Context: an optimization exercise on an open-source flow, tuned for small area and a short achievable clock period. The choices shown serve that exercise and are no tape-out recipe.
Only simulation tests tie the RTL to the original design; equivalence was not proved.
No run shown here takes its clock network from TritonCTS; it comes from the design's own scripts or RTL.
No driver is modelled on the clock port, so clock power and skew are understated where the tree is cut down; a real chip needs a root buffer or a tree.
Power figures rest on the tool's default switching activity, not on a simulated workload.

===== flow/run.sh =====
#!/bin/bash
# Layout flow: the standard flow (standard.sh), except that the clock
# tree is the fixed two-stage tree of flow/clocktree.tcl (clock port -> one
# clkbuf_16 per quadrant -> one clkbuf_16 per cluster of about 23
# flip-flops) instead of TritonCTS's three-stage tree. flow/pre_cts.tcl puts
# it in place of clock_tree_synthesis inside ORFS's CTS step. The
# read-pointer flip-flops (Read_Sel_n) hang on the root buffers, one stage
# earlier than the rest: useful skew for the read mux paths they start.
# Port buffers are buf_2 instead of the delay buffer buffer_ports picks.
set -euo pipefail
W=$(pwd)
export PRE_CTS_TCL="$W/flow/pre_cts.tcl"
export BUFFER_PORTS_ARGS="-buffer_cell sky130_fd_sc_hd__buf_2"
bash standard.sh PRE_CTS_TCL="$PRE_CTS_TCL" BUFFER_PORTS_ARGS="$BUFFER_PORTS_ARGS" finish > "$W/standard_flow.log" 2>&1

===== design.v =====
module dpram (
    clK,
    wr_EN,
    wr_LO,
    wr_HI,
    wr_DATA,
    rd_SELn,
    rd_DATA
    );
    parameter DATA = 16;
    parameter ADDR = 5;
    localparam DEPTH = 1 << ADDR;
    localparam GROUPS = DEPTH / 4;
    input  wire              clK;
    input  wire              wr_EN;
    input  wire [3:0]        wr_LO;
    input  wire [GROUPS-1:0] wr_HI;
    input  wire [DATA-1:0]   wr_DATA;
    input  wire [DEPTH-1:0]  rd_SELn;      
    output reg  [DATA-1:0]   rd_DATA;
    reg  [DATA*DEPTH-1:0] Memory;
    wire [DATA*DEPTH-1:0] Memory_nxt;
    wire [DATA-1:0]       rd_mux;
    wire [GROUPS-1:0]     wr_grp;
    genvar r, b, g;
    generate
        for (g = 0; g < GROUPS; g = g + 1) begin : grp
            dpram_wgrp wgrp (
                .en(wr_EN),
                .sel(wr_HI[g]),
                .we(wr_grp[g])
                );
        end
        for (r = 0; r < DEPTH; r = r + 1) begin : row
            wire we   = wr_grp[r / 4] & wr_LO[r % 4];
            wire hold = ~we;
            for (b = 0; b < DATA; b = b + 1) begin : bt
                dpram_wbit wbit (
                    .we(we),
                    .hold(hold),
                    .d(wr_DATA[b]),
                    .q(Memory[r*DATA + b]),
                    .nxt(Memory_nxt[r*DATA + b])
                    );
            end
        end
        for (b = 0; b < DATA; b = b + 1) begin : col
            wire [DEPTH-1:0] bits;
            for (r = 0; r < DEPTH; r = r + 1) begin : pick
                assign bits[r] = Memory[r*DATA + b];
            end
            dpram_rcol #(.DEPTH(DEPTH)) rcol (
                .bits(bits),
                .seln(rd_SELn),
                .y(rd_mux[b])
                );
        end
    endgenerate
    always @(posedge clK) begin
        Memory  <= Memory_nxt;
        rd_DATA <= rd_mux;
    end
endmodule
module dpram_wgrp (en, sel, we);
    input  wire en;
    input  wire sel;
    output wire we;
    assign we = en & sel;
endmodule
module dpram_wbit (we, hold, d, q, nxt);
    input  wire we;
    input  wire hold;
    input  wire d;
    input  wire q;
    output wire nxt;
    assign nxt = (d & we) | (q & hold);
endmodule
module dpram_rcol (bits, seln, y);
    parameter DEPTH = 32;
    input  wire [DEPTH-1:0] bits;
    input  wire [DEPTH-1:0] seln;
    output wire             y;
    assign y = &(bits | seln);
endmodule
module fifo (
    clK,
    fifo_WR,
    fifo_IN,
    fifo_RD,
    fifo_OUT,
    rsT,
    statuS
    );
    parameter DATA = 16;
    parameter ADDR = 5;
    localparam DEPTH = 1 << ADDR;
    localparam GROUPS = DEPTH / 4;
    input clK;
    input  wire              fifo_WR;
    input  wire [DATA-1:0]   fifo_IN;
    input  wire              fifo_RD;
    output wire [DATA-1:0]   fifo_OUT;
    input  wire              rsT;
    output wire [1:0]        statuS;
    reg         [3:0]        Write_Lo;
    reg         [GROUPS-1:0] Write_Hi;
    reg         [DEPTH-1:0]  Read_Sel_n;
    reg         [1:0]        Diff;
    dpram #(.DATA(DATA), .ADDR(ADDR)) Fifomem (
        .clK(clK),
        .wr_EN(fifo_WR),
        .wr_LO(Write_Lo),
        .wr_HI(Write_Hi),
        .wr_DATA(fifo_IN),
        .rd_SELn(Read_Sel_n),
        .rd_DATA(fifo_OUT)
        );
    assign statuS = Diff;
    wire read_shift = fifo_RD & ~rsT;
    wire read_hold  = ~fifo_RD & ~rsT;
    wire [DEPTH-1:0] read_sel_n_nxt;
    wire             read_sel_0;
    fifo_ring_bit ring0 (
        .shift(read_shift),
        .hold(read_hold),
        .set(rsT),
        .prev(~Read_Sel_n[DEPTH-1]),
        .cur(~Read_Sel_n[0]),
        .nxt(read_sel_0)
        );
    assign read_sel_n_nxt[0] = ~read_sel_0;
    genvar r;
    generate
        for (r = 1; r < DEPTH; r = r + 1) begin : ring
            fifo_ring_bit rbit (
                .shift(read_shift),
                .hold(read_hold),
                .set(rsT),
                .prev(Read_Sel_n[r-1]),
                .cur(Read_Sel_n[r]),
                .nxt(read_sel_n_nxt[r])
                );
        end
    endgenerate
    always @(posedge clK)
        Read_Sel_n <= read_sel_n_nxt;
    always @(posedge clK) begin
        if (rsT) begin
            Write_Lo <= 4'b0001;
            Write_Hi <= {{(GROUPS-1){1'b0}}, 1'b1};
            Diff     <= 0;
        end
        else begin
            if (fifo_WR) begin
                Write_Lo <= {Write_Lo[2:0], Write_Lo[3]};
                if (Write_Lo[3])
                    Write_Hi <= {Write_Hi[GROUPS-2:0], Write_Hi[GROUPS-1]};
            end
            if (fifo_WR & ~fifo_RD)
                Diff <= Diff + 1'b1;
            else if (fifo_RD & ~fifo_WR)
                Diff <= Diff - 1'b1;
        end
    end
endmodule
module fifo_ring_bit (shift, hold, set, prev, cur, nxt);
    input  wire shift;
    input  wire hold;
    input  wire set;
    input  wire prev;
    input  wire cur;
    output wire nxt;
    assign nxt = set | (shift & prev) | (hold & cur);
endmodule

===== flow/clocktree.tcl =====
# Two-stage clock tree: clK -> 4 root clkbufs (one per quadrant of the
# flip-flops) -> leaf clkbufs (a grid of nx by ny per quadrant) -> flip-flops.
# Each group is split by x into nx columns of equal count, then each column
# by y into ny groups of equal count; buffers sit at their group centroid.
proc grid_split {pts nx ny} {
  set pts [lsort -integer -index 1 $pts]
  set n [llength $pts]
  set out {}
  for {set c 0} {$c < $nx} {incr c} {
    set col [lrange $pts [expr {$c*$n/$nx}] [expr {($c+1)*$n/$nx - 1}]]
    set col [lsort -integer -index 2 $col]
    set m [llength $col]
    for {set r 0} {$r < $ny} {incr r} {
      lappend out [lrange $col [expr {$r*$m/$ny}] [expr {($r+1)*$m/$ny - 1}]]
    }
  }
  return $out
}
proc centroid {cl} {
  set x 0; set y 0
  foreach p $cl { set x [expr {$x + [lindex $p 1]}]; set y [expr {$y + [lindex $p 2]}] }
  return [list [expr {$x / [llength $cl]}] [expr {$y / [llength $cl]}]]
}
# Flip-flops whose instance name matches early_pat are wired to their
# quadrant's root buffer instead of to a leaf buffer, so their clock comes one
# stage earlier (useful skew for paths between registers that they start).
proc build_tree {nx ny rootm leafm {early_pat ""}} {
  set block [ord::get_db_block]
  set db [ord::get_db]
  set clk [$block findNet clK]
  set pts {}
  foreach it [$clk getITerms] {
    set bb [[$it getInst] getBBox]
    lappend pts [list $it [expr {([$bb xMin]+[$bb xMax])/2}] [expr {([$bb yMin]+[$bb yMax])/2}]]
  }
  set lm [$db findMaster $leafm]
  set rm [$db findMaster $rootm]
  set q 0; set k 0
  foreach quad [grid_split $pts 2 2] {
    set root [odb::dbInst_create $block $rm clkroot_$q]
    set rnet [odb::dbNet_create $block clknet_root_$q]
    $rnet setSigType CLOCK
    [$root findITerm A] connect $clk
    [$root findITerm X] connect $rnet
    set c [centroid $quad]
    $root setLocation [lindex $c 0] [lindex $c 1]
    $root setPlacementStatus PLACED
    set late {}
    foreach p $quad {
      set it [lindex $p 0]
      if {$early_pat ne "" && [string match $early_pat [[$it getInst] getName]]} {
        $it disconnect
        $it connect $rnet
      } else {
        lappend late $p
      }
    }
    foreach cl [grid_split $late $nx $ny] {
      set c [centroid $cl]
      set b [odb::dbInst_create $block $lm clkleaf_$k]
      $b setLocation [lindex $c 0] [lindex $c 1]
      $b setPlacementStatus PLACED
      set net [odb::dbNet_create $block clknet_leaf_$k]
      $net setSigType CLOCK
      [$b findITerm A] connect $rnet
      [$b findITerm X] connect $net
      foreach p $cl {
        set it [lindex $p 0]
        $it disconnect
        $it connect $net
      }
      incr k
    }
    incr q
  }
}

===== config.mk =====
export PLATFORM = sky130hd
export DESIGN_NAME = fifo
export DESIGN_NICKNAME = fifo
export VERILOG_FILES = /design/flow/design.v
export SDC_FILE = /design/flow/constraint.sdc
export NUM_CORES = 4
export LEC_CHECK = 0
export CAP_MARGIN = 20
export CORE_MARGIN = 2
export CORE_UTILIZATION = 70
export SETUP_SLACK_MARGIN = 1.55
export SLEW_MARGIN = 20
export SYNTH_HIERARCHICAL = 1

===== flow/pre_cts.tcl =====
# Sourced by ORFS's cts.tcl before it calls clock_tree_synthesis: replaces
# that command with a fixed two-stage clock tree (clocktree.tcl). Everything
# else in the CTS step (legalisation, timing repair) runs as usual.
source [file join [file dirname [info script]] clocktree.tcl]
rename clock_tree_synthesis tritoncts_clock_tree_synthesis
proc clock_tree_synthesis {args} {
  build_tree 2 3 sky130_fd_sc_hd__clkbuf_16 sky130_fd_sc_hd__clkbuf_16 {Read_Sel_n*}
  catch {global_connect}
  set_propagated_clock [all_clocks]
}

===== standard.sh =====
#!/bin/bash
# synth_recipe.tcl (not shown) runs the flow's synth.tcl, then flattens the netlist and writes it again
# the make line also repeats each setting of config.mk as NAME=value (left out here)
make -C /OpenROAD-flow-scripts/flow DESIGN_CONFIG=/design/flow/config.mk WORK_HOME=/design/flow/orfs CLKGATE_MAP_FILE= SYNTH_SCRIPT=/design/flow/synth_recipe.tcl "${@:-finish}"

===== constraint.sdc =====
create_clock -name core_clock -period 3.0 [get_ports {clK}]
set_input_delay 0.6000 -clock core_clock [delete_from_list [all_inputs] [get_ports {clK}]]
set_output_delay 0.6000 -clock core_clock [all_outputs]
set_load 0.01 [all_outputs]

==> results of run 1 <==
==> flip-flops by register name (all words and copies together) (netlist names) <==
| name | flops |
|---|---|
| Fifomem.rd_DATA | 16 |
| Fifomem.Memory | 512 |
| Diff | 2 |
| Write_Lo | 4 |
| Read_Sel_n | 32 |
| Write_Hi | 8 |
==> power by group through the flow <==
stage          Sequential, W  Combinational [W]  Clock [W]
2_1_floorplan        0.00829           0.000603          0
3_3_place_gp         0.00841           0.000927          0
3_5_place_dp         0.00842           0.000955          0
4_1_cts              0.00826           0.000980    0.00387
5_1_grt              0.00832            0.00107    0.00413
6_report             0.00828            0.00102    0.00391
==> Yosys cell counts, drive strengths merged <==
library cell and count:
nand3b 1, nand4 32, or3 1, a221o 32, inv 5, and2 41
mux2i 3, clkbuf 1, o22ai 256, o21ai 1, nor2 150, a21oi 9
nand2 50, a22o 512, buf 6, xor2 2, ha 1, dfxtp 574
==> through the flow <==
step | setup WS [ns] | hold WS [ns] | total power (W) | cell area [um2] | utilization (%)
2_1_floorplan | 1.472 | 0.4345 | 0.008892 | 19360 | -
3_3_place_gp | 0.7348 | 0.4532 | 0.009336 | 19950 | 73.82
3_5_place_dp | 0.7427 | 0.4552 | 0.009376 | 19950 | 73.82
4_1_cts | 1.452 | 0.4735 | 0.01311 | 21000 | 77.69
5_1_grt | 1.504 | 0.4887 | 0.01352 | 21140 | 78.24
6_report | 1.526 | 0.4775 | 0.01321 | 21140 | 78.24
==> metal layers <==
layer | vias up | part of all wire (%)
met3 | 188 | 8.0
met5 | - | 0
met1 | 7883 | 40
met2 | 867 | 46
met4 | 0 | 6.3
li1 | 6972 | -
==> final timing paths <==
| kind | start | endpoint | slack (ns) | depth (start not counted) |
|---|---|---|---|---|
| hold reg to reg | Fifomem.Memory[24]$_DFF_P_ | Fifomem.Memory[24]$_DFF_P_ | 0.48 | 1 |
| setup / recovery | Read_Sel_n[14]$_DFF_P_ | Fifomem.rd_DATA[9]$_DFF_P_ | 1.53 | 4 |
| setup reg to reg | Read_Sel_n[14]$_DFF_P_ | Fifomem.rd_DATA[9]$_DFF_P_ | 1.53 | 4 |
| hold / removal | Fifomem.Memory[24]$_DFF_P_ | Fifomem.Memory[24]$_DFF_P_ | 0.48 | 1 |
==> Yosys stat by module, one instance, submodules excluded, a selection <==
module / cells inside / times used / flops+latches
dpram_wgrp: 1 / 8 / 0
fifo_ring_bit: 1 / 32 / 0
fifo: 97 / 1 / 46
dpram_wbit: 1 / 512 / 0
==> what timing repair did <==
item | 4_1_cts | 5_1_grt
pin swaps | 4 | 0
cloned | 2 | 0
resized for setup | 145 | 46
endpoints found under the setup margin | 562 | 512
setup buffers | 8 | 0
==> cell families after synthesis <==
family | count (synthesis) | share of synthesized area [%]
flip-flops | 574 | 59.51
XOR/XNOR | 2 | 0.09074
AND/OR/NAND/NOR | 275 | 6.325
buffers and inverters | 12 | 0.4147
adder cells (fa/ha/maj) | 1 | 0.06479
multiplexers | 3 | 0.1555
AO/OA/AOI/OAI | 810 | 33.44
==> cell type report <==
type / count / area (um2)
flip-flops and latches: 574 / 11560
multi-input cells: 1093 / 8078
fillers: 1748 / 5882
plain buffers: 28 / 700.7
well taps: 341 / 426.7
repair buffers: 53 / 351.6
inverters: 5 / 22.52
==> worst max-delay path: stages, from the launching register on <==
cell and delay, ns:
dfxtp_2 0.66, o22ai_1 0.18, nor2_1 0.29, nand4_1 0.31
nor2_1 0.16
==> run summary, run 1 <==
outcome=no timing/DRC/antenna violations; total congestion overflow=0; net switching power=0.003170 W; GR Util met2=62.35%; worst-path fanout max=18; core area=0.02703 mm2; min Tclk post-route=1.474 ns; Least-Margin Pin Slew=0.9505 ns; Flop pwr share=62.7%; fin crit share=49.15%; crit end category=flip-flop; Worst-path clk slew=0.12 ns; fin. max-slew vios=0; Ports=38; Sw Share=24.01%; number of max-cap violations=0; DPL Wire Length=34600 um; synth top area cells=dfxtp_1 60%, a22o_1 23%, o22ai_1 8.3%, nor2_1 2.9%, a221o_1 1.7%; Data arrival, critical path=1.78 ns; die outline width=170.1 um; commonest non-fill, non-tap cell in the layout=dfxtp_1; drt drc=0; vias per cell=7.598; number of iterations in the first detailed-routing pass=6; met1 Use GR=51.36%; insertion delay to the later sink of the worst-skew pair=0.38 ns; routed len/inst=27.39 um; Final setup viols=0; fin nets=1776; leading area contributor after synthesis=dfxtp_1; share of the synthesized area in the top cell type=59.51%; FMAX=678.2 MHz; largest net degree at the start of global routing=45; internal power=0.01004 W; type of the worst min-delay path=reg -> reg; setup TNS=0 ns; DP Cell Count=2056; sequential-to-total area share from yosys stat=59.51%; Peak VDD IR=0.4863 mV; synth warn=8; PD cells=624.6 mW/mm2; Max-Slew Margin vs Limit=36.64%; Synth cell types=20; met3 Use GR=5.047%; gr usage total=38.76%; Die Ht=170.1 um; Clk pwr share=29.6%; global route hottest layer=met2; Netlist Area Pre-Place=0.01931 mm2; non-filler cells, final=2094; syn_area_per_cell=11.51 um2; Initial Util=71.44%; number of diodes=0; Fin Clk Skew=0.2045 ns; combinational share of power=7.7%; WP data required=3.31 ns; vias=15910; die area=0.02893 mm2; FF+latch count, synth=574; Routed Antenna Nets=0; most frequent cells in the layout=535 x dfxtp_1, 512 x a22o_1, 256 x o22ai_1; port bufs=37; share of layout cells above drive strength 1=11.29%; Layout area overhead=9.506%; RSZ-0062 raised after global routing=true; first-pass GRT wire length=88110 um; Post-Route WL=57360 um; Post-Syn Nets=1698; Post-CTS Hold Fix Bufs=0; class of the most critical setup path=reg -> reg; cells after synthesis=1677; antenna violations before repair=0; Rows=60; gpl congestion=0.9078; vias in the first global route=15300; Critical Path Source Type=flip-flop; Leak Pwr=8.354 nW; final hold viol count=0; DR iter-0 viols=1789
==> inputs of run 2 (changes only) <==
--- a/flow/run.sh
+++ b/flow/run.sh
@@ -1,8 +1,8 @@
 #!/bin/bash
 # Layout flow: the standard flow (standard.sh), except that the clock
 # tree is the fixed two-stage tree of flow/clocktree.tcl (clock port -> one
-# clkbuf_16 per quadrant -> one clkbuf_16 per cluster of about 23
-# flip-flops) instead of TritonCTS's three-stage tree. flow/pre_cts.tcl puts
+# clkbuf_16 per quadrant -> one clkbuf_8 per strip of about 16 flip-flops)
+# instead of TritonCTS's three-stage tree. flow/pre_cts.tcl puts
 # it in place of clock_tree_synthesis inside ORFS's CTS step. The
 # read-pointer flip-flops (Read_Sel_n) hang on the root buffers, one stage
 # earlier than the rest: useful skew for the read mux paths they start.
--- a/flow/pre_cts.tcl
+++ b/flow/pre_cts.tcl
@@ -4,7 +4,7 @@
 source [file join [file dirname [info script]] clocktree.tcl]
 rename clock_tree_synthesis tritoncts_clock_tree_synthesis
 proc clock_tree_synthesis {args} {
-  build_tree 2 3 sky130_fd_sc_hd__clkbuf_16 sky130_fd_sc_hd__clkbuf_16 {Read_Sel_n*}
+  build_tree 1 8 sky130_fd_sc_hd__clkbuf_16 sky130_fd_sc_hd__clkbuf_8 {Read_Sel_n*}
   catch {global_connect}
   set_propagated_clock [all_clocks]
 }
--- a/config.mk
+++ b/config.mk
@@ -8,6 +8,6 @@
 export CAP_MARGIN = 20
 export CORE_MARGIN = 2
 export CORE_UTILIZATION = 70
-export SETUP_SLACK_MARGIN = 1.55
+export SETUP_SLACK_MARGIN = 1.68
 export SLEW_MARGIN = 20
 export SYNTH_HIERARCHICAL = 1
==> run summary, run 2 <==
DR iter-0 viols=2523 (+41%); most frequent cell after synthesis=dfxtp_1; Worst path max stage delay=0.43 ns (-0.23 ns); synth top area cells=dfxtp_1 60%, a22o_1 23%, o22ai_1 8.3%, nor2_1 2.9%, a221o_1 1.7%; share of the synthesized area in the top cell type=59.51% (unchanged); antenna violations before repair=0 (unchanged); Synth cell types=20 (unchanged); port bufs=37 (unchanged); post-route cell area=0.02159 mm2 (+2.1%); min Tclk post-route=1.533 ns (+0.05837 ns); share of layout cells above drive strength 1=14.47% (+3.2 points); Worst-path clk slew=0.11 ns (about the same); Ports=38 (unchanged); Largest Register=Fifomem.Memory; Data arrival, critical path=0.93 ns (-0.85 ns); FFs w/ async S/R, synth=0% (unchanged); drt drc=0 (unchanged); syn_area_per_cell=11.51 um2 (unchanged); Layout area overhead=11.79%; outcome=no timing/DRC/antenna violations; Die Ht=170.1 um (unchanged); worst-path fanout max=1 (-17); sequential-to-total area share from yosys stat=59.51% (unchanged); Fillers=1696 (-3.0%); crit end category=output port; crit-path leading delay family=flip-flops; Placement Cell Area=0.02015 mm2 (+1.0%); fin crit share=51.09% (+1.9 points); largest net degree at the start of global routing=39 (-13%); Regs by FF count=Fifomem.Memory x512, Read_Sel_n x32, Fifomem.rd_DATA x16; Final setup viols=0 (unchanged); Post-Route WL=64180 um (+12%); commonest non-fill, non-tap cell in the layout=dfxtp_1; DPL Wire Length=36330 um (+5.0%); Post-CTS Hold Fix Bufs=0 (unchanged); class of the most critical setup path=reg -> out; most frequent cells in the layout=525 x dfxtp_1, 512 x a22o_1, 256 x o22ai_1; Most used DFF post-synth=dfxtp_1; Initial Util=71.44% (unchanged); core area=0.02703 mm2 (unchanged); Critical Path Source Type=flip-flop; number of iterations in the first detailed-routing pass=7 (+1); type of the worst min-delay path=reg -> reg; Routed Antenna Nets=0 (unchanged); die outline width=170.1 um (unchanged); fin. max-slew vios=0 (unchanged); synth cell count leaders=574 x dfxtp_1, 512 x a22o_1, 256 x o22ai_1; vias in the first global route=15310 (+0.10%); Least-Margin Pin Slew=0.9393 ns (-0.01116 ns); final hold viol count=0 (unchanged); gr usage total=40.79% (+2.0 points); Post-Syn Nets=1698 (unchanged); FF+latch count, synth=574 (unchanged); synth warn=8 (unchanged); number of max-cap violations=0 (unchanged); vias=16780 (+5.4%); CP Cell Sequence=buf_6; total power=0.01292 W (-2.1%); first-pass GRT wire length=91530 um (+3.9%); max reg flops=512 (unchanged); setup TNS=0 ns (unchanged); routed len/inst=30.02 um (+9.6%); Fin Clk Skew=0.2272 ns (+0.02269 ns); gpl congestion=0.9243 (+1.8%); Peak VDD IR=0.3827 mV (-21%); worst-path cell with the longest stage delay=dfxtp_4; RSZ-0062 raised after global routing=true; leading area contributor after synthesis=dfxtp_1; PD cells=598.7 mW/mm2 (-4.1%); die area=0.02893 mm2 (unchanged); WP data required=2.40 ns (-0.91 ns); vias per cell=7.846 (+3.3%); fin nets=1820 (+2.5%); FMAX=652.4 MHz (-3.8%); Rows=60 (unchanged); cells after synthesis=1677 (unchanged); number of diodes=0 (unchanged); CP Buf/Inv Count=1 (+1); Post-synth EDFFs=0 (unchanged); Leak Pwr=8.622 nW (+3.2%); insertion delay to the later sink of the worst-skew pair=0.38 ns (about the same); Max-Slew Margin vs Limit=37.38% (+0.74 points); total congestion overflow=0 (unchanged); Netlist Area Pre-Place=0.01931 mm2 (unchanged)
## run 2: worst register-to-register path, stage by stage, from the launching register on
cell     delay, ns
dfxtp_4       0.52
o22ai_1       0.20
nor2_1        0.22
nand4_1       0.40
nor2_1        0.20
## run 2: cells by family (layout without fill, tap and decap cells)
family | Yosys count | count (layout) | share of synthesized area (%)
buf+inv | 12 | 107 | 0.4147
mux | 3 | 3 | 0.1555
simple gates | 275 | 300 | 6.325
fa+ha+maj | 1 | 1 | 0.06479
flops | 574 | 574 | 59.51
xor+xnor | 2 | 2 | 0.09074
compound gates | 810 | 810 | 33.44
## run 2: path summary, 6_finish.rpt
check	startpoint	to	slack (ns)	cells after the start
worst max-delay path	Fifomem.rd_DATA[2]$_DFF_P_	fifo_OUT[2]	1.47	1
worst max register to register	Read_Sel_n[10]$_DFF_P_	Fifomem.rd_DATA[5]$_DFF_P_	1.59	4
worst min register to register	Fifomem.Memory[411]$_DFF_P_	Fifomem.Memory[411]$_DFF_P_	0.48	1
worst min-delay path	Fifomem.Memory[411]$_DFF_P_	Fifomem.Memory[411]$_DFF_P_	0.48	1
## run 2: repair_timing
action | CTS | global route
cloned | 4 | 23
gates resized for setup | 132 | 36
hold endpoints to repair | 0 | 0
endpoints found under the setup margin | 588 | 332
pin swaps | 5 | 24
buffers inserted | 7 | 12
## run 2: modules after synthesis, one instance, submodules excluded, a selection
module	flip-flops and latches	cells	cell area, um2
fifo	46	97	1176
fifo_ring_bit	0	1	10.01
dpram_wbit	0	1	8.758
dpram_wgrp	0	1	6.256
## run 2: area by class of cell
class / count / area [um2] / area share (%)
sequential: 574 / 11630 / 53.90
multi-input combinational: 1116 / 8343 / 38.65
timing repair buffer: 66 / 618.1 / 2.863
buffer: 36 / 540.5 / 2.504
tap: 341 / 426.7 / 1.977
inverter: 5 / 22.52 / 0.1043
## run 2: stage by stage
stage	setup WS, ns	hold slack, ns	utilization (%)	std cells
2_1_floorplan	1.481	0.4392	-	1677
3_3_place_gp	1.089	0.4557	74.56	2056
3_5_place_dp	1.089	0.4552	74.56	2056
4_1_cts	1.493	0.4692	78.48	2103
5_1_grt	1.464	0.4981	79.87	2138
6_report	1.467	0.4824	79.87	2138
## run 2: where the power goes
| group | switching [W] | internal, W | total [W] |
|---|---|---|---|
| combinational | 0.000641 | 0.000497 | 0.00114 |
| sequential | 0.000379 | 0.00789 | 0.00827 |
| clock | 0.00230 | 0.00122 | 0.00351 |
## run 2: per-layer routing
metal | vias up | share of wire, % | global-route usage (%)
met5 | - | 0 | 0
met4 | 0 | 8.0 | 22.56
met3 | 276 | 11 | 3.884
met2 | 1322 | 43 | 63.54
met1 | 8099 | 38 | 56.36
li1 | 7078 | - | -
==> inputs of run 3 (changes only) <==
--- a/config.mk
+++ b/config.mk
@@ -8,6 +8,6 @@
 export CAP_MARGIN = 20
 export CORE_MARGIN = 2
 export CORE_UTILIZATION = 70
-export SETUP_SLACK_MARGIN = 1.68
+export SETUP_SLACK_MARGIN = 1.5
 export SLEW_MARGIN = 20
 export SYNTH_HIERARCHICAL = 1
==> run summary, run 3 <==
fin nets=1773 (-2.6%); class of the most critical setup path=in -> reg; number of diodes=0 (unchanged); Initial Util=71.44% (unchanged); internal power=0.009563 W (-0.49%); Hold WS=0.4718 ns (-0.01055 ns); Rows=60 (unchanged); Leak Pwr=8.159 nW (-5.4%); Netlist Area Pre-Place=0.01931 mm2 (unchanged); Routed Antenna Nets=0 (unchanged); Data arrival, critical path=1.58 ns (+0.65 ns); most frequent cell after synthesis=dfxtp_1; Least-Margin Pin Slew=0.8593 ns (-0.07997 ns); Regs by FF count=Fifomem.Memory x512, Read_Sel_n x32, Fifomem.rd_DATA x16; Post-synth EDFFs=0 (unchanged); Layout area overhead=7.763%; share of layout cells above drive strength 1=10.91% (-3.6 points); vias in the first global route=14840 (-3.1%); DPL Wire Length=33880 um (-6.8%); Post-Syn Nets=1698 (unchanged); FF+latch count, synth=574 (unchanged); Sw Share=24.91% (-0.74 points); FMAX=651.2 MHz (-0.19%); crit end category=flip-flop; Clk pwr share=27.2% (about the same); number of iterations in the first detailed-routing pass=6 (-1); Post-Route WL=56750 um (-12%); cells after synthesis=1677 (unchanged); Largest Register=Fifomem.Memory; insertion delay to the later sink of the worst-skew pair=0.37 ns (about the same); Ports=38 (unchanged); Fin Clk Skew=0.2071 ns (-0.02012 ns); port bufs=37 (unchanged); syn_area_per_cell=11.51 um2 (unchanged); Final setup viols=0 (unchanged); antenna violations before repair=0 (unchanged); sequential-to-total area share from yosys stat=59.51% (unchanged); combinational share of power=7.7% (-1.1 points); WP data required=3.05 ns (+0.65 ns); drt drc=0 (unchanged); Peak VDD IR=0.5167 mV (+35%); Worst-path clk slew=0.11 ns (about the same); first-pass GRT wire length=86560 um (-5.4%); min Tclk post-route=1.536 ns (+0.002970 ns); gr usage total=37.94% (-2.8 points); Synth cell types=20 (unchanged); outcome=no timing/DRC/antenna violations; gpl congestion=0.9053 (-2.1%); final hold viol count=0 (unchanged); type of the worst min-delay path=reg -> reg; DR iter-0 viols=1713 (-32%); die outline width=170.1 um (unchanged); core area=0.02703 mm2 (unchanged); synth cell count leaders=574 x dfxtp_1, 512 x a22o_1, 256 x o22ai_1; Max-Slew Margin vs Limit=42.71% (+5.3 points); FFs w/ async S/R, synth=0% (unchanged); Critical Path Source Type=input pin; Most used DFF post-synth=dfxtp_1; commonest non-fill, non-tap cell in the layout=dfxtp_1; largest net degree at the start of global routing=45 (+15%); vias=15850 (-5.5%); synth warn=8 (unchanged); RSZ-0062 raised after global routing=true; max reg flops=512 (unchanged); Flop pwr share=65.1% (+1.1 points); total congestion overflow=0 (unchanged); leading area contributor after synthesis=dfxtp_1; PD cells=612.0 mW/mm2 (+2.2%); number of max-cap violations=0 (unchanged); vias per cell=7.581 (-3.4%); setup TNS=0 ns (unchanged); routed len/inst=27.14 um (-9.6%); fin crit share=51.19% (+0.099 points); share of the synthesized area in the top cell type=59.51% (unchanged); Die Ht=170.1 um (unchanged); synth top area cells=dfxtp_1 60%, a22o_1 23%, o22ai_1 8.3%, nor2_1 2.9%, a221o_1 1.7%; die area=0.02893 mm2 (unchanged); fin. max-slew vios=0 (unchanged); net switching power=0.003172 W (-4.3%); worst-path fanout max=16 (+15); most frequent cells in the layout=537 x dfxtp_1, 512 x a22o_1, 256 x o22ai_1
run 3: cell families after synthesis:
logic type | count (synthesis) | share of synthesized area (%)
AO/OA/AOI/OAI | 810 | 33.44
adder cells (fa/ha/maj) | 1 | 0.06479
XOR/XNOR | 2 | 0.09074
buffers and inverters | 12 | 0.4147
AND/OR/NAND/NOR | 275 | 6.325
multiplexers | 3 | 0.1555
flip-flops | 574 | 59.51
run 3: power groups by stage:
stage | registers, W | logic (W) | clock network, W
after global placement | 0.00841 | 0.000907 | 0
after detailed placement | 0.00842 | 0.000929 | 0
after floorplan | 0.00829 | 0.000599 | 0
after global routing | 0.00833 | 0.00103 | 0.00371
after CTS | 0.00827 | 0.000937 | 0.00338
final | 0.00829 | 0.000977 | 0.00347
run 3: layout make-up:
type | count | area [um2]
repair buffers | 42 | 254.0
multi-input cells | 1093 | 8023
inverters | 5 | 18.77
flip-flops and latches | 574 | 11540
plain buffers | 36 | 540.5
well taps | 341 | 426.7
fillers | 1837 | 6218
run 3: final timing paths:
path,from,end,slack (ns),cells past startpoint
max,fifo_RD,Read_Sel_n[4]$_DFF_P_,1.46,5
min,Write_Hi[5]$_SDFFE_PP0P_,Write_Hi[6]$_SDFFE_PP0P_,0.47,2
max reg2reg,Read_Sel_n[24]$_DFF_P_,Fifomem.rd_DATA[9]$_DFF_P_,1.48,4
min reg2reg,Write_Hi[5]$_SDFFE_PP0P_,Write_Hi[6]$_SDFFE_PP0P_,0.47,2
run 3: metal layers:
metal	global-route usage, %	wire length (um)	vias up	part of all wire [%]
li1	-	-	6937	-
met1	51.83	23180	7808	41
met2	58.80	25270	930	45
met3	4.535	4453	177	7.8
met4	21.55	3852	0	6.8
met5	0	0	-	0
run 3: per-stage QoR:
step           worst slack [ns]  power, W  instance area [um2]  instances  utilization (%)
2_1_floorplan             1.442  0.008887                19320       1677                -
3_3_place_gp             0.7892  0.009318                19900       2051            73.62
3_5_place_dp             0.7105  0.009351                19900       2051            73.62
4_1_cts                   1.415   0.01259                20690       2087            76.55
5_1_grt                   1.439   0.01307                20810       2091            76.99
6_report                  1.464   0.01274                20810       2091            76.99
run 3: timing repair:
action | in CTS | in global routing
hold buffers | 0 | 0
pin swaps | 1 | 3
setup endpoints to repair | 560 | 326
buffers inserted | 0 | 2
resized for setup | 135 | 30
cloned | 0 | 2
run 3: modules after synthesis, one instance, submodules excluded, excerpt:
module	cells	area (um2)	copies in the design
fifo_ring_bit	1	10.01	32
dpram_wgrp	1	6.256	8
dpram_wbit	1	8.758	512
fifo	97	1176	1
run 3: critical path: stages:
cell	delay, ns
buf_2	0.15
inv_1	0.24
nor2_4	0.08
buf_12	0.15
a221o_1	0.35
==> inputs of run 4 (changes only) <==
--- a/config.mk
+++ b/config.mk
@@ -8,6 +8,6 @@
 export CAP_MARGIN = 20
 export CORE_MARGIN = 2
 export CORE_UTILIZATION = 70
-export SETUP_SLACK_MARGIN = 1.5
+export SETUP_SLACK_MARGIN = 1.6
 export SLEW_MARGIN = 20
 export SYNTH_HIERARCHICAL = 1
==> run summary, run 4 <==
internal power=0.009591 W (+0.30%); share of the synthesized area in the top cell type=59.51% (unchanged); vias in the first global route=15100 (+1.8%); Die Ht=170.1 um (unchanged); synth top area cells=dfxtp_1 60%, a22o_1 23%, o22ai_1 8.3%, nor2_1 2.9%, a221o_1 1.7%; Initial Util=71.44% (unchanged); synth warn=8 (unchanged); RSZ-0062 raised after global routing=true; Sw Share=25.21% (+0.30 points); Rows=60 (unchanged); class of the most critical setup path=reg -> reg; most frequent cell after synthesis=dfxtp_1; Flop pwr share=64.6% (-0.5 points); routed len/inst=28.41 um (+4.7%); FMAX=687.4 MHz (+5.6%); final hold viol count=0 (unchanged); drt drc=0 (unchanged); largest net degree at the start of global routing=45 (unchanged); Regs by FF count=Fifomem.Memory x512, Read_Sel_n x32, Fifomem.rd_DATA x16; Critical Path Source Type=flip-flop; Clk pwr share=27.1% (about the same); Hold WS=0.4821 ns (+0.01031 ns); Peak VDD IR=0.4126 mV (-20%); PD cells=605.1 mW/mm2 (-1.1%); type of the worst min-delay path=reg -> reg; first-pass GRT wire length=90000 um (+4.0%); DPL Wire Length=35710 um (+5.4%); Max-Slew Margin vs Limit=36.01% (-6.7 points); Worst path max stage delay=0.51 ns (+0.16 ns); synth cell count leaders=574 x dfxtp_1, 512 x a22o_1, 256 x o22ai_1; setup TNS=0 ns (unchanged); Fillers=1779 (-3.2%); fin. max-slew vios=0 (unchanged); min Tclk post-route=1.455 ns (-0.08101 ns); Post-Route WL=60060 um (+5.8%); worst-path cell with the longest stage delay=dfxtp_4; FFs w/ async S/R, synth=0% (unchanged); antenna violations before repair=0 (unchanged); crit end category=flip-flop; worst-path fanout max=18 (+2); Post-CTS Hold Fix Bufs=0 (unchanged); cells after synthesis=1677 (unchanged); die area=0.02893 mm2 (unchanged); max reg flops=512 (unchanged); number of iterations in the first detailed-routing pass=6 (unchanged); Least-Margin Pin Slew=0.9598 ns (+0.1005 ns); most frequent CP cell=nor2_1; Leak Pwr=8.374 nW (+2.6%); port bufs=37 (unchanged); Post-Syn Nets=1698 (unchanged); Worst-path clk slew=0.11 ns (about the same); Final setup viols=0 (unchanged); sequential-to-total area share from yosys stat=59.51% (unchanged); gr usage total=39.92% (+2.0 points); leading area contributor after synthesis=dfxtp_1; Ports=38 (unchanged); outcome=no timing/DRC/antenna violations; syn_area_per_cell=11.51 um2 (unchanged); Fin Clk Skew=0.2192 ns (+0.01213 ns); WP data required=3.28 ns (+0.23 ns); FF+latch count, synth=574 (unchanged); Post-synth EDFFs=0 (unchanged); Synth cell types=20 (unchanged); combinational share of power=8.3% (+0.6 points); Routed Antenna Nets=0 (unchanged); Most used DFF post-synth=dfxtp_1; core area=0.02703 mm2 (unchanged); total congestion overflow=0 (unchanged); DR iter-0 viols=2040 (+19%); die outline width=170.1 um (unchanged); vias=16240 (+2.4%); gpl congestion=0.9184 (+1.4%); most frequent cells in the layout=530 x dfxtp_1, 512 x a22o_1, 256 x o22ai_1; insertion delay to the later sink of the worst-skew pair=0.37 ns (about the same); CP Cell Sequence=o22ai_1 > nor2_1 > nand4_1 > nor2_1; fin crit share=48.49% (-2.7 points); commonest non-fill, non-tap cell in the layout=dfxtp_1; Largest Register=Fifomem.Memory; net switching power=0.003233 W (+1.9%); fin nets=1795 (+1.2%); share of layout cells above drive strength 1=12.81% (+1.9 points); Layout area overhead=9.766%; Netlist Area Pre-Place=0.01931 mm2 (unchanged); Data arrival, critical path=1.73 ns (+0.15 ns); vias per cell=7.680 (+1.3%); Reg2Reg Setup Slack=1.55 ns (+0.07 ns); number of max-cap violations=0 (unchanged)
## run 4: cell counts after synthesis
No cell type changed its count.
## run 4: cell type report
| class | instances | area, um2 | share of cell area [%] |
|---|---|---|---|
| Sequential cell | 574 | 11600 | 54.73 |
| Multi-Input combinational cell | 1099 | 8140 | 38.41 |
| Buffer | 36 | 540.5 | 2.550 |
| Timing Repair Buffer | 58 | 462.9 | 2.184 |
| Tap cell | 341 | 426.7 | 2.013 |
| Inverter | 5 | 22.52 | 0.1063 |
| Antenna cell | 1 | 2.502 | 0.01181 |
## run 4: per-module statistics from Yosys (local to each module, per instance), excerpt
module         flip-flops and latches  cell area (um2)  cells
fifo                               46             1176     97
fifo_ring_bit                       0            10.01      1
dpram_wbit                          0            8.758      1
dpram_wgrp                          0            6.256      1
## run 4: kinds of logic after synthesis
group	count (synthesis)	synth area share, %
flip-flops	574	59.51
AND/OR/NAND/NOR	275	6.325
adder cells (fa/ha/maj)	1	0.06479
buffers and inverters	12	0.4147
AO/OA/AOI/OAI	810	33.44
multiplexers	3	0.1555
XOR/XNOR	2	0.09074
## run 4: power groups by stage
stage / combinational (W) / sequential, W / clock, W
final: 0.00107 / 0.00828 / 0.00347
after global routing: 0.00111 / 0.00832 / 0.00370
after CTS: 0.000995 / 0.00827 / 0.00338
after detailed placement: 0.000971 / 0.00843 / 0
after global placement: 0.000938 / 0.00842 / 0
after floorplan: 0.000612 / 0.00829 / 0
## run 4: through the flow
stage	util, %	total power [W]	setup WS [ns]	area (um2)	instances
global placement	74.48	0.009356	1.023	20130	2056
finish	78.42	0.01282	1.545	21190	2114
floorplan	-	0.008902	1.481	19540	1677
CTS	77.44	0.01264	1.509	20930	2101
global route	78.41	0.01313	1.553	21190	2113
detailed placement	74.48	0.009398	0.9868	20130	2056
## run 4: final timing paths
check | end | from | cells past startpoint
worst max-delay path | Fifomem.rd_DATA[0]$_DFF_P_ | Read_Sel_n[22]$_DFF_P_ | 4
worst min-delay path | Write_Hi[6]$_SDFFE_PP0P_ | Write_Hi[5]$_SDFFE_PP0P_ | 2
worst max register to register | Fifomem.rd_DATA[0]$_DFF_P_ | Read_Sel_n[22]$_DFF_P_ | 4
worst min register to register | Write_Hi[6]$_SDFFE_PP0P_ | Write_Hi[5]$_SDFFE_PP0P_ | 2
## run 4: layer usage
metal / GRT usage [%] / wire (um)
met5: 0 / 0
met4: 21.44 / 4039
met3: 3.581 / 5651
met2: 61.98 / 26540
met1: 55.77 / 23830
## run 4: timing repair
| action | CTS | global route |
|---|---|---|
| pin swaps | 4 | 7 |
| buffers inserted | 5 | 7 |
| setup endpoints to repair | 579 | 240 |
| gates resized for setup | 77 | 44 |
| cloned | 4 | 5 |
## run 4: worst max-delay path, delay by kind of cell, from the launching register on
family	cells	cell delay, ns
AND/OR/NAND/NOR	3	0.89
AO/OA/AOI/OAI	1	0.15
flip-flops	1	0.51
==> inputs of run 5 (changes only) <==
--- a/config.mk
+++ b/config.mk
@@ -7,7 +7,7 @@
 export LEC_CHECK = 0
 export CAP_MARGIN = 20
 export CORE_MARGIN = 2
-export CORE_UTILIZATION = 70
+export CORE_UTILIZATION = 75
 export SETUP_SLACK_MARGIN = 1.6
 export SLEW_MARGIN = 20
 export SYNTH_HIERARCHICAL = 1
==> run summary, run 5 <==
outcome=no timing/DRC/antenna violations; routed wl met3=6190 um (+9.5%); class of the most critical setup path=reg -> reg; Clk pwr share=27.0% (about the same); fin nets=1783 (-0.67%); min Tclk post-route=1.485 ns (+0.03059 ns); most frequent cells in the layout=525 x dfxtp_1, 512 x a22o_1, 256 x o22ai_1; synth cell count leaders=574 x dfxtp_1, 512 x a22o_1, 256 x o22ai_1; Critical Path Source Type=flip-flop; Reg2Reg Depth=5 (+1); largest net degree at the start of global routing=45 (unchanged); Post-Syn Nets=1698 (unchanged); WL met1=22610 um (-5.1%); multi-input gate area in the final layout=0.008035 mm2 (-1.3%); Hold WS=0.4848 ns (+0.002713 ns); fin. max-slew vios=0 (unchanged); Synth cell types=20 (unchanged); leading area contributor after synthesis=dfxtp_1; Leak Pwr=8.197 nW (-2.1%); Max-Slew Margin vs Limit=38.11% (+2.1 points); Most used DFF post-synth=dfxtp_1; drt drc=0 (unchanged); Data arrival, critical path=1.74 ns (about the same); insertion delay to the later sink of the worst-skew pair=0.38 ns (about the same); Sw Share=25.10% (-0.11 points); synth warn=8 (unchanged); Peak VDD IR=0.4387 mV (+6.3%); sequential-to-total area share from yosys stat=59.51% (unchanged); gpl congestion=0.9231 (+0.51%); internal power=0.009585 W (about the same); worst-path fanout max=14 (-4); post-route cell area=0.02105 mm2 (-0.70%); DPL Wire Length=34840 um (-2.4%); FF+latch area=0.01158 mm2 (-0.14%); Placement Cell Area=0.02010 mm2 (-0.14%); min-delay src=Fifomem.Memory[450]$_DFF_P_; Die Ht=164.5 um (-3.3%); total congestion overflow=0 (unchanged); first-pass GRT wire length=87950 um (-2.3%); Rows=58 (-3.3%); Final setup viols=0 (unchanged); commonest non-fill, non-tap cell in the layout=dfxtp_1; hold depth=1 (-1); port bufs=37 (unchanged); type of the worst min-delay path=reg -> reg; Netlist Area Pre-Place=0.01931 mm2 (unchanged); die area=0.02704 mm2 (-6.5%); crit end category=flip-flop; Fin Clk Skew=0.2239 ns (+0.004677 ns); FMAX=673.3 MHz (-2.1%); syn_area_per_cell=11.51 um2 (unchanged); synth top area cells=dfxtp_1 60%, a22o_1 23%, o22ai_1 8.3%, nor2_1 2.9%, a221o_1 1.7%; RR Startpoint=Read_Sel_n[21]$_DFF_P_; Flop pwr share=64.7% (about the same); core area=0.02525 mm2 (-6.6%); Initial Util=76.46% (+5.0 points); number of max-cap violations=0 (unchanged); die outline width=164.5 um (-3.3%); cells after synthesis=1677 (unchanged); FFs w/ async S/R, synth=0% (unchanged); FF+latch count, synth=574 (unchanged); Worst-path clk slew=0.10 ns (about the same); routed len/inst=28.28 um (-0.46%); final hold viol count=0 (unchanged); net switching power=0.003211 W (-0.68%); Fillers=1464 (-18%); Top Metal Used=met4; share of the synthesized area in the top cell type=59.51% (unchanged); PD cells=608.0 mW/mm2 (+0.48%); number of diodes=0 (-1); Post-synth EDFFs=0 (unchanged); vias in the first global route=15050 (-0.37%); number of iterations in the first detailed-routing pass=8 (+2); Routed Antenna Nets=0 (unchanged); vias=16420 (+1.2%); Largest Register=Fifomem.Memory; max reg flops=512 (unchanged); WP data required=3.26 ns (-0.02 ns); vias per cell=7.858 (+2.3%); setup TNS=0 ns (unchanged); Ports=38 (unchanged); Layout area overhead=9.001%; WL met2=25930 um (-2.3%); Least-Margin Pin Slew=0.9283 ns (-0.03155 ns); antenna violations before repair=0 (unchanged); most frequent cell after synthesis=dfxtp_1; fin crit share=49.51% (+1.0 points); Post-Route WL=59100 um (-1.6%); combinational share of power=8.2% (about the same); share of layout cells above drive strength 1=12.39% (-0.42 points); DR iter-0 viols=2535 (+24%); post-layout util=83.34% (+4.9 points); Critical path origin=Read_Sel_n[21]$_DFF_P_; gr usage total=41.87% (+1.9 points); Regs by FF count=Fifomem.Memory x512, Read_Sel_n x32, Fifomem.rd_DATA x16; RSZ-0062 raised after global routing=true
## run 5: cells by family (layout without fill, tap and decap cells)
logic type / after synthesis / in the layout / synth area share, %
muxes: 3 / 3 / 0.1555
DFF: 574 / 574 / 59.51
and+or+nand+nor: 275 / 277 / 6.325
AOI/OAI and AO/OA: 810 / 810 / 33.44
buffers and inverters: 12 / 93 / 0.4147
xor gates and xnor gates: 2 / 2 / 0.09074
adders and majority gates: 1 / 1 / 0.06479
## run 5: final timing paths
path | endpoint | slack [ns]
worst max register to register | Fifomem.rd_DATA[0]$_DFF_P_ | 1.51
worst max-delay path | Fifomem.rd_DATA[0]$_DFF_P_ | 1.51
worst min register to register | Fifomem.Memory[450]$_DFF_P_ | 0.48
worst min-delay path | Fifomem.Memory[450]$_DFF_P_ | 0.48
## run 5: power by group through the flow
stage / Combinational, W / Clock (W) / Sequential [W]
finish: 0.00105 / 0.00346 / 0.00828
global route: 0.00109 / 0.00368 / 0.00832
CTS: 0.000992 / 0.00336 / 0.00826
detailed placement: 0.000962 / 0 / 0.00842
global placement: 0.000924 / 0 / 0.00841
floorplan: 0.000612 / 0 / 0.00829
## run 5: timing repair
| action | 4_1_cts | 5_1_grt |
|---|---|---|
| hold buffers | 0 | 0 |
| pin swaps | 4 | 5 |
| cloned | 2 | 1 |
| buffers inserted | 6 | 2 |
| resized for setup | 74 | 34 |
| setup endpoints to repair | 581 | 222 |
## run 5: cell type report
cell class / instances / share of cell area [%]
flip-flops and latches: 574 / 55.03
multi-input cells: 1093 / 38.18
plain buffers: 36 / 2.568
repair buffers: 52 / 2.152
well taps: 330 / 1.962
inverters: 5 / 0.1070
## run 5: per-stage QoR
stage / power (W) / worst slack, ns / instances
after floorplan: 0.008902 / 1.481 / 1677
after global placement: 0.009337 / 1.037 / 2043
after detailed placement: 0.009384 / 0.9564 / 2043
after CTS: 0.01261 / 1.537 / 2087
after global routing: 0.01308 / 1.524 / 2090
final: 0.01280 / 1.515 / 2090
## run 5: worst max-delay path, cell delays in order (launching register included)
cell and delay (ns):
dfxtp_2 0.53, buf_4 0.23, o22ai_1 0.11, nor2_1 0.24
nand4_1 0.18, nor2_1 0.29
## run 5: routing by layer
layer  vias to the layer above  GRT usage (%)
li1                       6966              -
met1                      7963          58.05
met3                       248          5.299
met5                         -              0
met2                      1247          63.33
met4                         0          24.78
## run 5: per-module statistics from Yosys (local to each module, per instance), excerpt
module,cells inside,cell area (um2),flops+latches,copies in the design
dpram_wbit,1,8.758,0,512
dpram_wgrp,1,6.256,0,8
fifo_ring_bit,1,10.01,0,32
fifo,97,1176,46,1
==> inputs of run 6 (changes only) <==
--- a/config.mk
+++ b/config.mk
@@ -8,6 +8,6 @@
 export CAP_MARGIN = 20
 export CORE_MARGIN = 2
 export CORE_UTILIZATION = 75
-export SETUP_SLACK_MARGIN = 1.6
+export SETUP_SLACK_MARGIN = 1.55
 export SLEW_MARGIN = 20
 export SYNTH_HIERARCHICAL = 1
==> run summary, run 6 <==
outcome=no timing/DRC/antenna violations; worst-path cell with the longest stage delay=dfxtp_2; die outline width=164.5 um (unchanged); FFs w/ async S/R, synth=0% (unchanged); setup TNS=0 ns (unchanged); share of layout cells above drive strength 1=11.89% (-0.50 points); Die Ht=164.5 um (unchanged); Fin Clk Skew=0.2101 ns (-0.01377 ns); min Tclk post-route=1.531 ns (+0.04550 ns); Post-Syn Nets=1698 (unchanged); Most used DFF post-synth=dfxtp_1; die area=0.02704 mm2 (unchanged); Least-Margin Pin Slew=0.9110 ns (-0.01727 ns); WP data required=3.30 ns (+0.04 ns); DR iter-0 viols=2070 (-18%); Hold Path End=Fifomem.Memory[109]$_DFF_P_; Post-CTS Hold Fix Bufs=0 (unchanged); vias=16260 (-0.99%); max reg flops=512 (unchanged); fin nets=1781 (-0.11%); gr usage total=41.43% (-0.44 points); total congestion overflow=0 (unchanged); Largest Register=Fifomem.Memory; port bufs=37 (unchanged); Leak Pwr=8.112 nW (-1.0%); vias in the first global route=15410 (+2.4%); Ports=38 (unchanged); class of the most critical setup path=reg -> reg; Worst-path clk slew=0.11 ns (about the same); Synth cell types=20 (unchanged); vias per cell=7.788 (-0.90%); share of the synthesized area in the top cell type=59.51% (unchanged); most frequent cell after synthesis=dfxtp_1; syn_area_per_cell=11.51 um2 (unchanged); cells after synthesis=1677 (unchanged); type of the worst min-delay path=reg -> reg; FF+latch count, synth=574 (unchanged); leading area contributor after synthesis=dfxtp_1; worst-path fanout max=15 (+1); Max-Slew Margin vs Limit=39.27% (+1.2 points); Layout area overhead=8.178%; fin crit share=51.03% (+1.5 points); Routed Antenna Nets=0 (unchanged); synth top area cells=dfxtp_1 60%, a22o_1 23%, o22ai_1 8.3%, nor2_1 2.9%, a221o_1 1.7%; core area=0.02525 mm2 (unchanged); hold depth=1 (unchanged); CP Cell Sequence=o22ai_1 > nor2_1 > nand4_1 > nor2_1; routed len/inst=27.75 um (-1.9%); synth warn=8 (unchanged); DPL Wire Length=34700 um (-0.42%); PD cells=612.9 mW/mm2 (+0.81%); gpl congestion=0.9239 (about the same); crit end category=flip-flop; Rows=58 (unchanged); Initial Util=76.46% (unchanged); antenna violations before repair=0 (unchanged); Netlist Area Pre-Place=0.01931 mm2 (unchanged); synth cell count leaders=574 x dfxtp_1, 512 x a22o_1, 256 x o22ai_1; final hold viol count=0 (unchanged); fin. max-slew vios=0 (unchanged); total power=0.01280 W (about the same); Data arrival, critical path=1.83 ns (+0.09 ns); first-pass GRT wire length=87920 um (about the same); number of iterations in the first detailed-routing pass=8 (unchanged); Reg2Reg Setup Slack=1.47 ns (-0.05 ns); FMAX=653.2 MHz (-3.0%); number of max-cap violations=0 (unchanged); Post-synth EDFFs=0 (unchanged); commonest non-fill, non-tap cell in the layout=dfxtp_1; number of diodes=0 (unchanged); Regs by FF count=Fifomem.Memory x512, Read_Sel_n x32, Fifomem.rd_DATA x16; most frequent CP cell=nor2_1; Final setup viols=0 (unchanged); Post-Route WL=57940 um (-2.0%); Critical Path Source Type=flip-flop; reg2reg end=Fifomem.rd_DATA[2]$_DFF_P_; sequential-to-total area share from yosys stat=59.51% (unchanged); drt drc=0 (unchanged); most frequent cells in the layout=531 x dfxtp_1, 512 x a22o_1, 256 x o22ai_1; insertion delay to the later sink of the worst-skew pair=0.37 ns (about the same); min-delay src=Fifomem.Memory[109]$_DFF_P_; largest net degree at the start of global routing=45 (unchanged); Worst path max stage delay=0.62 ns (+0.09 ns); Reg2Reg Depth=4 (-1); RR Startpoint=Read_Sel_n[9]$_DFF_P_; Peak VDD IR=0.4618 mV (+5.3%); RSZ-0062 raised after global routing=true
-- run 6: cell counts after synthesis --
No cell type changed its count.
-- run 6: layout make-up --
class | count | area [um2]
Buffer | 36 | 540.5
Fill cell | 1498 | 4367
Inverter | 5 | 22.52
Multi-Input combinational cell | 1093 | 8011
Sequential cell | 574 | 11560
Tap cell | 330 | 412.9
Timing Repair Buffer | 50 | 340.3
-- run 6: worst max path at each step --
| stage | startpoint | end | slack, ns | cells past startpoint |
|---|---|---|---|---|
| floorplan | rsT | Read_Sel_n[0]$_DFF_P_ | 1.47 | 4 |
| global placement | fifo_WR | Fifomem.Memory[363]$_DFF_P_ | 0.82 | 4 |
| detailed placement | fifo_WR | Fifomem.Memory[353]$_DFF_P_ | 0.78 | 4 |
| CTS | fifo_WR | Fifomem.Memory[335]$_DFF_P_ | 1.46 | 4 |
| global route | Read_Sel_n[25]$_DFF_P_ | Fifomem.rd_DATA[13]$_DFF_P_ | 1.44 | 4 |
| finish | Read_Sel_n[9]$_DFF_P_ | Fifomem.rd_DATA[2]$_DFF_P_ | 1.47 | 4 |
-- run 6: cells by family after synthesis --
kind of cell | synth area share, %
flops | 59.51
compound gates | 33.44
mux | 0.1555
fa+ha+maj | 0.06479
xor+xnor | 0.09074
buf+inv | 0.4147
simple gates | 6.325
-- run 6: critical path: cells and delay by family (launching register included) --
family,cells,cell delay (ns)
flops,1,0.62
compound gates,1,0.19
simple gates,3,0.83
-- run 6: layer usage --
layer,GRT usage [%],routed length (um),vias up,part of all wire (%)
met1,56.43,22270,7880,38
met2,62.82,25430,1152,44
met4,27.39,4767,0,8.2
li1,-,-,6961,-
met5,0,0,-,0
met3,4.771,5471,268,9.4
-- run 6: what timing repair did --
item / in CTS / in global routing
cloned: 2 / 1
setup buffers: 3 / 2
pin swaps: 3 / 3
gates resized for setup: 143 / 37
setup endpoints to repair: 570 / 515
-- run 6: Yosys stat by module (local to each module, per instance), a selection --
module         flip-flops and latches  cells  copies in the design
fifo                               46     97                     1
dpram_wgrp                          0      1                     8
dpram_wbit                          0      1                   512
fifo_ring_bit                       0      1                    32
-- run 6: per-stage QoR --
| step | utilization (%) | instances | hold WS [ns] | cell area, um2 | setup WS, ns |
|---|---|---|---|---|---|
| 2_1_floorplan | - | 1677 | 0.4345 | 19360 | 1.472 |
| 3_3_place_gp | 78.91 | 2044 | 0.4526 | 19930 | 0.8246 |
| 3_5_place_dp | 78.91 | 2044 | 0.4552 | 19930 | 0.7823 |
| 4_1_cts | 82.22 | 2085 | 0.4681 | 20760 | 1.457 |
| 5_1_grt | 82.71 | 2088 | 0.4964 | 20890 | 1.443 |
| 6_report | 82.71 | 2088 | 0.4842 | 20890 | 1.469 |
-- run 6: where the power goes --
group | switching, W | internal [W]
sequential | 0.000387 | 0.00790
clock | 0.00225 | 0.00122
combinational | 0.000585 | 0.000460
total | 0.00322 | 0.00958
==> inputs of run 7 (changes only) <==
--- a/config.mk
+++ b/config.mk
@@ -7,7 +7,7 @@
 export LEC_CHECK = 0
 export CAP_MARGIN = 20
 export CORE_MARGIN = 2
-export CORE_UTILIZATION = 75
+export CORE_UTILIZATION = 72
 export SETUP_SLACK_MARGIN = 1.55
 export SLEW_MARGIN = 20
 export SYNTH_HIERARCHICAL = 1
==> run summary, run 7 <==
outcome=no timing/DRC/antenna violations; leading area contributor after synthesis=dfxtp_1; vias per cell=7.734 (-0.70%); Final setup viols=0 (unchanged); gr usage total=39.38% (-2.0 points); worst-path cell with the longest stage delay=dfxtp_2; syn_area_per_cell=11.51 um2 (unchanged); Regs by FF count=Fifomem.Memory x512, Read_Sel_n x32, Fifomem.rd_DATA x16; FF+latch count, synth=574 (unchanged); number of iterations in the first detailed-routing pass=8 (unchanged); number of max-cap violations=0 (unchanged); fin nets=1782 (+0.056%); WP data required=3.25 ns (-0.05 ns); min Tclk post-route=1.505 ns (-0.02568 ns); fin crit share=50.17% (-0.86 points); number of diodes=0 (unchanged); total power=0.01274 W (-0.50%); DPL Wire Length=34350 um (-1.0%); Most used DFF post-synth=dfxtp_1; port bufs=37 (unchanged); synth cell count leaders=574 x dfxtp_1, 512 x a22o_1, 256 x o22ai_1; cells after synthesis=1677 (unchanged); Post-synth EDFFs=0 (unchanged); sequential-to-total area share from yosys stat=59.51% (unchanged); final hold viol count=0 (unchanged); total congestion overflow=0 (unchanged); Max-Slew Margin vs Limit=39.78% (+0.51 points); most frequent CP cell=nor2_1; Post-Syn Nets=1698 (unchanged); Routed Antenna Nets=0 (unchanged); PD cells=610.2 mW/mm2 (-0.44%); Post-CTS Hold Fix Bufs=0 (unchanged); DP Cell Count=2050 (+0.29%); share of the synthesized area in the top cell type=59.51% (unchanged); CP Cell Sequence=buf_4 > o22ai_1 > nor2_1 > nand4_1 > nor2_1; synth top area cells=dfxtp_1 60%, a22o_1 23%, o22ai_1 8.3%, nor2_1 2.9%, a221o_1 1.7%; FMAX=664.4 MHz (+1.7%); Ports=38 (unchanged); type of the worst min-delay path=reg -> reg; Rows=59 (+1.7%); routed len/inst=27.32 um (-1.6%); max reg flops=512 (unchanged); CP Buf/Inv Count=1 (+1); post-layout util=79.66% (-3.0 points); FFs w/ async S/R, synth=0% (unchanged); crit end category=flip-flop; class of the most critical setup path=reg -> reg; Post-Route WL=57210 um (-1.3%); Data arrival, critical path=1.76 ns (-0.07 ns); fin. max-slew vios=0 (unchanged); die outline width=167.8 um (+2.0%); insertion delay to the later sink of the worst-skew pair=0.37 ns (about the same); vias in the first global route=15560 (+0.95%); setup TNS=0 ns (unchanged); drt drc=0 (unchanged); worst-path fanout max=16 (+1); most frequent cells in the layout=534 x dfxtp_1, 512 x a22o_1, 256 x o22ai_1; Least-Margin Pin Slew=0.9034 ns (-0.007636 ns); Critical Path Source Type=flip-flop; Peak VDD IR=0.3297 mV (-29%); crit-path leading delay family=simple AND/OR/NAND/NOR gates; Initial Util=73.68% (-2.8 points); Layout area overhead=8.120% (about the same); vias=16190 (-0.41%); Fin Clk Skew=0.2133 ns (+0.003193 ns); Worst path max stage delay=0.58 ns (-0.04 ns); die area=0.02814 mm2 (+4.1%); gpl congestion=0.8929 (-3.4%); Leak Pwr=8.091 nW (-0.27%); Netlist Area Pre-Place=0.01931 mm2 (unchanged); first-pass GRT wire length=88430 um (+0.58%); Largest Register=Fifomem.Memory; RSZ-0062 raised after global routing=true; most frequent cell after synthesis=dfxtp_1; Die Ht=167.8 um (+2.0%); largest net degree at the start of global routing=45 (unchanged); antenna violations before repair=0 (unchanged); Synth cell types=20 (unchanged); core area=0.02621 mm2 (+3.8%); synth warn=8 (unchanged); DR iter-0 viols=2214 (+7.0%); non-filler cells, final=2094 (+0.29%); commonest non-fill, non-tap cell in the layout=dfxtp_1; Worst-path clk slew=0.11 ns (about the same); share of layout cells above drive strength 1=11.60% (-0.29 points)
## run 7: cell counts after synthesis
Identical to the previous run, type by type.
## run 7: final timing paths
check | startpoint | end | slack, ns | cells past startpoint
worst max-delay path | Read_Sel_n[14]$_DFF_P_ | Fifomem.rd_DATA[6]$_DFF_P_ | 1.49 | 5
worst min-delay path | Write_Hi[0]$_SDFFE_PP1P_ | Write_Hi[1]$_SDFFE_PP0P_ | 0.48 | 2
worst max register to register | Read_Sel_n[14]$_DFF_P_ | Fifomem.rd_DATA[6]$_DFF_P_ | 1.49 | 5
worst min register to register | Write_Hi[0]$_SDFFE_PP1P_ | Write_Hi[1]$_SDFFE_PP0P_ | 0.48 | 2
## run 7: kinds of logic after synthesis
kind of cell	share of synthesized area, %
flip-flops	59.51
adder cells (fa/ha/maj)	0.06479
AO/OA/AOI/OAI	33.44
multiplexers	0.1555
AND/OR/NAND/NOR	6.325
buffers and inverters	0.4147
XOR/XNOR	0.09074
## run 7: power breakdown
part | internal (W) | switching (W) | total, W | leakage, nW
Clock | 0.00122 | 0.00222 | 0.00344 | 0.279
Combinational | 0.000456 | 0.000569 | 0.00103 | 3.15
Sequential | 0.00790 | 0.000372 | 0.00828 | 4.66
Total | 0.00958 | 0.00316 | 0.0127 | 8.09
## run 7: per-stage QoR
step                hold WS (ns)  setup slack [ns]  instance area, um2
floorplan                 0.4345             1.472               19360
global placement          0.4476            0.7759               19940
detailed placement        0.4552            0.7261               19940
CTS                       0.4731             1.468               20770
global route              0.4932             1.491               20880
finish                    0.4787             1.495               20880
## run 7: tightest hold or removal path: cells and delay by family (launching register included)
| kind | cells | cell delay [ns] |
|---|---|---|
| flip-flops | 1 | 0.34 |
| AND/OR/NAND/NOR | 1 | 0.06 |
| AO/OA/AOI/OAI | 1 | 0.05 |
## run 7: per-layer routing
| metal | vias to the layer above | wire length (um) | global-route usage [%] |
|---|---|---|---|
| li1 | 6981 | - | - |
| met1 | 7896 | 22490 | 53.39 |
| met2 | 1109 | 25480 | 61.97 |
| met3 | 208 | 5384 | 4.774 |
| met4 | 0 | 3848 | 21.63 |
| met5 | - | 0 | 0 |
## run 7: Yosys stat by module, one instance, submodules excluded, a selection
module | copies in the design | cells inside
dpram_wbit | 512 | 1
dpram_wgrp | 8 | 1
fifo | 1 | 97
fifo_ring_bit | 32 | 1
## run 7: repair_timing
item / 4_1_cts / 5_1_grt
resized for setup: 131 / 32
endpoints found under the setup margin: 569 / 382
gates cloned: 2 / 1
pin swaps: 3 / 8
setup buffers: 4 / 1
## run 7: cell type report
| type | instances | area [um2] |
|---|---|---|
| sequential | 574 | 11560 |
| buffer | 36 | 540.5 |
| inverter | 5 | 22.52 |
| tap | 335 | 419.2 |
| fill | 1682 | 5330 |
| timing repair buffer | 51 | 355.3 |
| multi-input combinational | 1093 | 7980 |
==> inputs of run 8 (changes only) <==
--- a/config.mk
+++ b/config.mk
@@ -7,7 +7,7 @@
 export LEC_CHECK = 0
 export CAP_MARGIN = 20
 export CORE_MARGIN = 2
-export CORE_UTILIZATION = 72
+export CORE_UTILIZATION = 65
 export SETUP_SLACK_MARGIN = 1.55
 export SLEW_MARGIN = 20
 export SYNTH_HIERARCHICAL = 1
==> run summary, run 8 <==
final hold viol count=0 (unchanged); Regs by FF count=Fifomem.Memory x512, Read_Sel_n x32, Fifomem.rd_DATA x16; fin crit share=50.23% (+0.059 points); commonest non-fill, non-tap cell in the layout=dfxtp_1; Critical Path Source Type=flip-flop; die area=0.03110 mm2 (+11%); number of diodes=0 (unchanged); non-filler cells, final=2152 (+2.8%); most frequent CP cell=nor2_1; most frequent cells in the layout=536 x dfxtp_1, 512 x a22o_1, 256 x o22ai_1; Max-Slew Margin vs Limit=42.45% (+2.7 points); gpl congestion=0.9063 (+1.5%); port bufs=37 (unchanged); Fin Clk Skew=0.2067 ns (-0.006648 ns); routed len/inst=26.76 um (-2.0%); min-delay src=Write_Hi[0]$_SDFFE_PP1P_; Largest Register=Fifomem.Memory; Worst-path clk slew=0.11 ns (about the same); Die Ht=176.4 um (+5.1%); min Tclk post-route=1.507 ns (+0.001770 ns); WP data required=3.29 ns (+0.04 ns); Netlist Area Pre-Place=0.01931 mm2 (unchanged); antenna violations before repair=0 (unchanged); Post-Route WL=57590 um (+0.67%); worst-path fanout max=18 (+2); worst-path cell with the longest stage delay=dfxtp_2; FMAX=663.6 MHz (-0.12%); FFs w/ async S/R, synth=0% (unchanged); class of the most critical setup path=reg -> reg; PD cells=607.1 mW/mm2 (-0.50%); first-pass GRT wire length=87480 um (-1.1%); syn_area_per_cell=11.51 um2 (unchanged); number of iterations in the first detailed-routing pass=5 (-3); Sw Share=24.96% (+0.14 points); drt drc=0 (unchanged); net switching power=0.003185 W (+0.74%); Fillers=2161 (+28%); Initial Util=65.50% (-8.2 points); sequential-to-total area share from yosys stat=59.51% (unchanged); Ports=38 (unchanged); fin. max-slew vios=0 (unchanged); post-route cell area=0.02102 mm2 (+0.67%); insertion delay to the later sink of the worst-skew pair=0.37 ns (about the same); RSZ-0062 raised after global routing=true; Data arrival, critical path=1.80 ns (+0.04 ns); vias=15700 (-3.1%); type of the worst min-delay path=reg -> reg; total congestion overflow=0 (unchanged); die outline width=176.4 um (+5.1%); Layout area overhead=8.845%; Critical path origin=Read_Sel_n[28]$_DFF_P_; RR Startpoint=Read_Sel_n[28]$_DFF_P_; setup TNS=0 ns (unchanged); largest net degree at the start of global routing=45 (unchanged); number of max-cap violations=0 (unchanged); Peak VDD IR=0.3661 mV (+11%); vias in the first global route=14800 (-4.9%); Placement Cell Area=0.02000 mm2 (+0.31%); Synth cell types=20 (unchanged); Most used DFF post-synth=dfxtp_1; combinational share of power=7.9% (-0.2 points); Least-Margin Pin Slew=0.8632 ns (-0.04015 ns); share of the synthesized area in the top cell type=59.51% (unchanged); DP Cell Count=2104 (+2.6%); Worst path max stage delay=0.61 ns (+0.03 ns); Post-Syn Nets=1698 (unchanged); outcome=no timing/DRC/antenna violations; DR iter-0 viols=1427 (-36%); share of layout cells above drive strength 1=11.58% (-0.020 points); crit-path leading delay family=simple AND/OR/NAND/NOR gates; synth warn=8 (unchanged)
run 8: area by class of cell:
| class | count | area (um2) | area share [%] |
|---|---|---|---|
| buffer | 36 | 540.5 | 2.572 |
| inverter | 5 | 22.52 | 0.1072 |
| multi-input combinational | 1094 | 8031 | 38.22 |
| sequential | 574 | 11570 | 55.05 |
| tap | 390 | 488.0 | 2.322 |
| timing repair buffer | 53 | 365.4 | 1.738 |
run 8: final timing paths:
path / endpoint / slack (ns) / cells after the start
max: Fifomem.rd_DATA[13]$_DFF_P_ / 1.49 / 4
min: Write_Hi[1]$_SDFFE_PP0P_ / 0.48 / 2
max reg2reg: Fifomem.rd_DATA[13]$_DFF_P_ / 1.49 / 4
min reg2reg: Write_Hi[1]$_SDFFE_PP0P_ / 0.48 / 2
run 8: power by group through the flow:
stage	logic (W)	clock network, W	registers [W]
after floorplan	0.000603	0	0.00829
after global placement	0.000923	0	0.00841
after detailed placement	0.000945	0	0.00842
after CTS	0.000970	0.00342	0.00827
after global routing	0.00106	0.00374	0.00832
final	0.00100	0.00347	0.00828
run 8: per-module statistics from Yosys, one instance, submodules excluded, excerpt:
module         flops+latches  times used
fifo_ring_bit              0          32
fifo                      46           1
dpram_wgrp                 0           8
dpram_wbit                 0         512
run 8: kinds of logic (layout without fill, tap and decap cells):
| family | Yosys count | count (layout) | synth area share, % |
|---|---|---|---|
| XOR/XNOR | 2 | 2 | 0.09074 |
| flip-flops | 574 | 574 | 59.51 |
| multiplexers | 3 | 3 | 0.1555 |
| buffers and inverters | 12 | 94 | 0.4147 |
| AO/OA/AOI/OAI | 810 | 810 | 33.44 |
| AND/OR/NAND/NOR | 275 | 278 | 6.325 |
| adder cells (fa/ha/maj) | 1 | 1 | 0.06479 |
run 8: per-stage QoR:
stage	util, %	setup WS, ns	total power [W]	hold WS [ns]
after floorplan	-	1.472	0.008892	0.4345
after global placement	67.86	0.7706	0.009338	0.4553
after global routing	71.29	1.512	0.01312	0.4898
after detailed placement	67.86	0.7153	0.009367	0.4554
final	71.29	1.493	0.01276	0.4810
after CTS	70.68	1.421	0.01265	0.4733
run 8: layer usage:
layer	GRT usage [%]	routed length (um)	part of all wire (%)
met1	49.90	24200	42
met2	56.67	26320	46
met3	3.639	3849	6.7
met4	16.01	3215	5.6
met5	0	0	0
run 8: what timing repair did:
item / CTS / global route
buffers inserted: 4 / 4
resized for setup: 136 / 44
pin swaps: 3 / 4
hold buffers: 0 / 0
endpoints found under the setup margin: 569 / 540
gates cloned: 2 / 2
run 8: worst reg2reg max path: cells and delay by family (launching register included):
kind               cells  cell delay (ns)
DFF                    1             0.61
and+or+nand+nor        3             0.86
AOI/OAI and AO/OA      1             0.16

Re-timed with assumed drivers on the ports (clkbuf_16 on the clock, buf_2 on other inputs), run 8 has 1.462 ns of setup slack against 1.493 ns with ideal ports, and 1.253 ns once port delays also move by the mid clock arrival of 0.382 ns.
